Background: an optimization exercise with open tools, aiming at small area, a short achievable clock period and few clock cycles. Do not read the settings as production practice. In this exercise RTL edits were held to simulation tests only and were not proved equivalent to the original.

lane 1:
// muldiv_unit
module muldiv_unit (
    input               clk,
    input               resetn,
    input               req_valid,
    output              req_ready,
    input       [2:0]   req_op,      
    input       [31:0]  req_a,
    input       [31:0]  req_b,
    input       [31:0]  req_hi,      
    input       [31:0]  req_lo,
    output              resp_valid,
    output      [31:0]  resp_hi,
    output      [31:0]  resp_lo
);
Size in the first run: ~6300 cells after synthesis.
clock: 20.0 ns
lec_check: 0
cap_margin: 20
core_margin: 2
core_utilization: 40
cts_cluster_diameter: 80
cts_cluster_size: 25
slew_margin: 20
synth_hierarchical: 1
synth_minimum_keep_size: 0
standard.sh (not shown) runs the stock make flow with config.mk's settings and CLKGATE_MAP_FILE= SYNTH_SCRIPT=/design/flow/synth_recipe.tcl, a recipe that flattens the netlist after the stock synthesis.
==> flow/flow/run.sh <==
#!/bin/bash
# The standard layout (standard.sh) with two changes to how it is made:
#  - ORFS's setup repair is asked to leave a larger slack margin: the design's
#    20 ns clock leaves every path with slack, so without a margin the repair
#    never works on the critical paths;
#  - the port buffers that placement inserts on every input and output are
#    plain buffers (buf_4) rather than the slow delay cells it picks by itself.
set -euo pipefail
MARGIN=14
PORTBUF=sky130_fd_sc_hd__buf_4
sed "s|\"\${@:-finish}\"|SETUP_SLACK_MARGIN=$MARGIN 'BUFFER_PORTS_ARGS=-buffer_cell $PORTBUF' \"\${@:-finish}\"|" standard.sh > standard_mod.sh
grep -q "SETUP_SLACK_MARGIN=$MARGIN" standard_mod.sh
bash standard_mod.sh > layout.log 2>&1
Lane 1 has completed all stages; timing, DRC and antenna checks passed.
Testbench counts of lane 1, summed over its fixed seeds: cycles 5,290.
Here is what was changed in the inputs of lane 2 compared with lane 1.
-- flow/config.mk --
<<< lane 1, line 9
export CORE_MARGIN = 2
export CORE_UTILIZATION = 40
export CTS_CLUSTER_DIAMETER = 80
export CTS_CLUSTER_SIZE = 25
export SLEW_MARGIN = 20
export SYNTH_HIERARCHICAL = 1
>>> lane 2, line 9
export CORE_MARGIN = 2
export CORE_UTILIZATION = 40
export SLEW_MARGIN = 20
export SYNTH_HIERARCHICAL = 1
[summary]
Both conditions hold for lane 2: the flow ran to the end and the final layout passed the timing, DRC and antenna checks.
As far as cell count of the worst hold path goes, lane 1 and lane 2 are indistinguishable; the numbers are identical.
Lane 2 vs lane 1, synthesis-to-layout area growth went up by 0.41 points.
Cmp lane 2 vs lane 1: final period demand of the worst path lower in lane 2
Post-route worst hold slack: lane 1 vs lane 2 — no meaningful difference
Compared with lane 1, lane 2 has extra setup slack.
Input changes introduced in lane 3 (baseline for comparison: lane 2):
-- flow/config.mk --
<<< lane 2, line 9
export CORE_MARGIN = 2
export CORE_UTILIZATION = 40
export SLEW_MARGIN = 20
export SYNTH_HIERARCHICAL = 1
>>> lane 3, line 9
export CORE_MARGIN = 2
export CORE_UTILIZATION = 40
export CTS_CLUSTER_DIAMETER = 100
export CTS_CLUSTER_SIZE = 20
export SLEW_MARGIN = 20
export SYNTH_HIERARCHICAL = 1
Summary of lane 3 over lane 2: buffers plus inverters on the worst setup path went down by 2, logic depth of the worst path, buffers included went down by 2, CTS H-tree depth went down by 1, share of final layout cell area taken by non-clock buffers was more or less identical, worst-case hold slack went up by 0.022 ns. Lower count of clock-buffer cells in the layout goes to lane 3 over lane 2.


Setup of the reference run:
Another version of the RTL of muldiv_unit (not shown whole).
For scale: about 6,300 cells after synthesis, about 200 I/O pins.
export LEC_CHECK = 0
export CAP_MARGIN = 20
export CORE_MARGIN = 2
export CORE_UTILIZATION = 40
export CTS_CLUSTER_DIAMETER = 100
export CTS_CLUSTER_SIZE = 20
export SLEW_MARGIN = 20
export SYNTH_HIERARCHICAL = 1
export SYNTH_MINIMUM_KEEP_SIZE = 0
create_clock -name core_clock -period 20.0 [get_ports {clk}]
==> flow/flow/run.sh <==
#!/bin/bash
# The standard layout (standard.sh) with two changes to how it is made:
#  - ORFS's setup repair is asked to leave a larger slack margin: the design's
#    20 ns clock leaves every path with slack, so without a margin the repair
#    never works on the critical paths;
#  - the port buffers that placement inserts on every input and output are
#    plain buffers (buf_4) rather than the slow delay cells it picks by itself.
set -euo pipefail
MARGIN=14.1
PORTBUF=sky130_fd_sc_hd__buf_4
sed "s|\"\${@:-finish}\"|SETUP_SLACK_MARGIN=$MARGIN 'BUFFER_PORTS_ARGS=-buffer_cell $PORTBUF' \"\${@:-finish}\"|" standard.sh > standard_mod.sh
grep -q "SETUP_SLACK_MARGIN=$MARGIN" standard_mod.sh
bash standard_mod.sh > layout.log 2>&1
Testbench counts of the reference run, summed over its fixed seeds: cycles 5,290.
Setup changes, the reference run to the trial run
- putting PLACE_DENSITY at 0.7 where nothing was set
- swapping 40 for 50 in CORE_UTILIZATION
diff --git a/flow/flow/run.sh b/flow/flow/run.sh
--- a/flow/flow/run.sh
+++ b/flow/flow/run.sh
@@ -9 +9 @@
-MARGIN=14.1
+MARGIN=14
### Flow results
Of the trial run and the reference run, it is the trial run that has the lower first-pass GRT wire length.
The count of clock-net buffers in the final layout number comes out lower for the reference run vs the trial run.
Post-route minimum period ends up higher on the reference run.
Worst-case setup slack after placement delta (the trial run − the reference run): favourable
The trial run vs. the reference run: maximum number of pins on one net before global-route repair went up by 26.
From the reference run to the trial run the numbers moved as follows: clock skew went up 3.9 ps, number of buffers inserted during clock tree synthesis went up 20%, headroom to the max-slew limit went down 2.3 points.


muldiv_unit again, from the RTL that the note above started with.
export LEC_CHECK = 0
export CAP_MARGIN = 20
export CORE_MARGIN = 2
export CORE_UTILIZATION = 40
export CTS_CLUSTER_DIAMETER = 100
export CTS_CLUSTER_SIZE = 20
export SLEW_MARGIN = 20
export SYNTH_HIERARCHICAL = 1
export SYNTH_MINIMUM_KEEP_SIZE = 0
create_clock -name core_clock -period 20.0 [get_ports {clk}]
==> flow/flow/run.sh <==
#!/bin/bash
# The standard layout (standard.sh) with changes to how it is made:
#  - ORFS's setup repair is asked to leave a larger slack margin after clock
#    tree synthesis and global routing: the design's 20 ns clock leaves every
#    path with slack, so without a margin the repair never works on the
#    critical paths (the repair after synthesis keeps a smaller margin);
#  - the port buffers that placement inserts on every input and output are
#    plain buffers (buf_4) rather than the slow delay cells it picks by itself.
set -euo pipefail
EARLY=10
MARGIN=14
PORTBUF=sky130_fd_sc_hd__buf_4
mk() {
  sed "s|\"\${@:-finish}\"|SETUP_SLACK_MARGIN=$1 'BUFFER_PORTS_ARGS=-buffer_cell $PORTBUF' \"\${@:-finish}\"|" standard.sh > standard_m$1.sh
  grep -q "SETUP_SLACK_MARGIN=$1" standard_m$1.sh
}
mk $EARLY
mk $MARGIN
bash standard_m$EARLY.sh synth floorplan place > layout_early.log 2>&1
bash standard_m$MARGIN.sh > layout.log 2>&1
The baseline completed with no timing, DRC or antenna violations.
Testbench counts at the start, summed over its fixed seeds: cycles 5,290.
Rerun with:
==> flow/flow/run.sh (replaced) <==
#!/bin/bash
# The standard layout (standard.sh) with two changes to how it is made:
#  - ORFS's setup repair is asked to leave a larger slack margin: the design's
#    20 ns clock leaves every path with slack, so without a margin the repair
#    never works on the critical paths;
#  - the port buffers that placement inserts on every input and output are
#    plain buffers (buf_4) rather than the slow delay cells it picks by itself.
set -euo pipefail
MARGIN=14
PORTBUF=sky130_fd_sc_hd__buf_4
sed "s|\"\${@:-finish}\"|SETUP_SLACK_MARGIN=$MARGIN 'BUFFER_PORTS_ARGS=-buffer_cell $PORTBUF' \"\${@:-finish}\"|" standard.sh > standard_mod.sh
grep -q "SETUP_SLACK_MARGIN=$MARGIN" standard_mod.sh
bash standard_mod.sh > layout.log 2>&1
Settings changed: GPL_TIMING_DRIVEN set to 0.
The changed run finished with timing, DRC and antenna clean.
Fmax rose by 1.0%.
Wire length rose by 6.8%.
Global-route usage rose by 2.1 points.
Sequential share of layout area fell by 1.7 points.
Utilization rose by 4.4 points.
Worst setup slack improves by 61 ps.
Non-clock buffer count rose by 440.
Hold slack improves by 28 ps.
Design area rose by 9.6%.


muldiv_unit, a different RTL version from the one above (not shown whole).
For scale: ~6,100 cells after synthesis, roughly 450 flip-flops, roughly 200 I/O pins, roughly 64,000 um^2 of cells after synthesis.
==> flow/config.mk <==
export PLATFORM = sky130hd
export DESIGN_NAME = muldiv_unit
export DESIGN_NICKNAME = muldiv_unit
export VERILOG_FILES = /design/flow/design.v
export SDC_FILE = /design/flow/constraint.sdc
export NUM_CORES = 8
export LEC_CHECK = 0
export CAP_MARGIN = 20
export CORE_MARGIN = 2
export CORE_UTILIZATION = 40
export SLEW_MARGIN = 20
export SYNTH_HIERARCHICAL = 1
export SYNTH_MINIMUM_KEEP_SIZE = 0
==> flow/constraint.sdc <==
create_clock -name core_clock -period 20.0 [get_ports {clk}]
set_input_delay 4.0000 -clock core_clock [delete_from_list [all_inputs] [get_ports {clk}]]
set_output_delay 4.0000 -clock core_clock [all_outputs]
set_load 0.01 [all_outputs]
==> flow/flow/run.sh <==
#!/bin/bash
# The standard layout (standard.sh) with two changes to how it is made:
#  - ORFS's setup repair is asked to leave a larger slack margin: the design's
#    20 ns clock leaves every path with slack, so without a margin the repair
#    never works on the critical paths;
#  - the port buffers that placement inserts on every input and output are
#    plain buffers (buf_4) rather than the slow delay cells it picks by itself.
set -euo pipefail
MARGIN=12.5
PORTBUF=sky130_fd_sc_hd__buf_4
sed "s|\"\${@:-finish}\"|SETUP_SLACK_MARGIN=$MARGIN 'BUFFER_PORTS_ARGS=-buffer_cell $PORTBUF' \"\${@:-finish}\"|" standard.sh > standard_mod.sh
grep -q "SETUP_SLACK_MARGIN=$MARGIN" standard_mod.sh
bash standard_mod.sh > layout.log 2>&1
The first run went through all stages and came out clean.
Testbench counts at the start, summed over its fixed seeds: cycles 5,243.
Rerun with:
==> flow/flow/run.sh (replaced) <==
#!/bin/bash
# The standard layout (standard.sh), with ORFS's setup repair asked to leave a
# larger slack margin: the design's 20 ns clock leaves every path with slack,
# so without a margin the repair never works on the critical paths.
set -euo pipefail
MARGIN=13
sed "s|\"\${@:-finish}\"|SETUP_SLACK_MARGIN=$MARGIN \"\${@:-finish}\"|" standard.sh > standard_margin.sh
grep -q "SETUP_SLACK_MARGIN=$MARGIN" standard_margin.sh
bash standard_margin.sh > layout.log 2>&1
After rerunning: Synthesized cell count is unchanged; global-route usage rose by 0.17 points; hold slack stays flat; cell area rose by 3.5%.

## afterwards: timing with drivers on the ports
No port has a modelled driver above. Below, the same layouts with a new extraction and two added sets of constraints.
Step 1: set_driving_cell puts a clkbuf_16 on clk and a buf_2 on each other input, an assumption about the parent block.
Step 2 moves the port delays by t, midway between the first and last clock arrival at a register: inputs arrive t later, outputs are due t later. That takes back most of the time a late clock gives input paths.
a / b / c = ideal ports / drivers / drivers and shift; a / b = the first two.
| run | t (ns) | setup WS [ns] | worst setup path after step 2 | latest minus earliest clock arrival (ns) | pins driven straight from the clock port |
|---|---|---|---|---|---|
| lane 1 | 0.822 | 13.982 / 13.891 / 13.413 | input to register | 0.052 / 0.052 | 1 |
| lane 2 | 0.779 | 14.025 / 13.937 / 13.477 | input to register | 0.036 / 0.036 | 1 |
| lane 3 | 0.772 | 14.027 / 13.936 / 13.475 | input to register | 0.031 / 0.031 | 1 |
| the reference run | 0.730 | 13.986 / 13.899 / 13.400 | input to register | 0.044 / 0.045 | 1 |
| the trial run | 0.749 | 13.991 / 13.911 / 13.505 | input to register | 0.040 / 0.040 | 1 |
| the first run of note 3 | 0.727 | 13.950 / 13.866 / 13.469 | input to register | 0.053 / 0.054 | 1 |
| the second run of note 3 | 0.707 | 14.011 / 13.930 / 13.454 | input to register | 0.049 / 0.049 | 1 |
| the first run of note 4 | 0.752 | 12.527 / 12.527 / 12.527 | register to register | 0.039 / 0.039 | 1 |
| the second run of note 4 | 0.768 | 13.068 / 13.033 / 12.959 | input to register | 0.037 / 0.036 | 1 |
After both steps every run listed still meets setup and hold. For the reference run, which loses most, drivers alone change the setup slack by -0.087 ns; drivers and shift together by -0.586 ns.
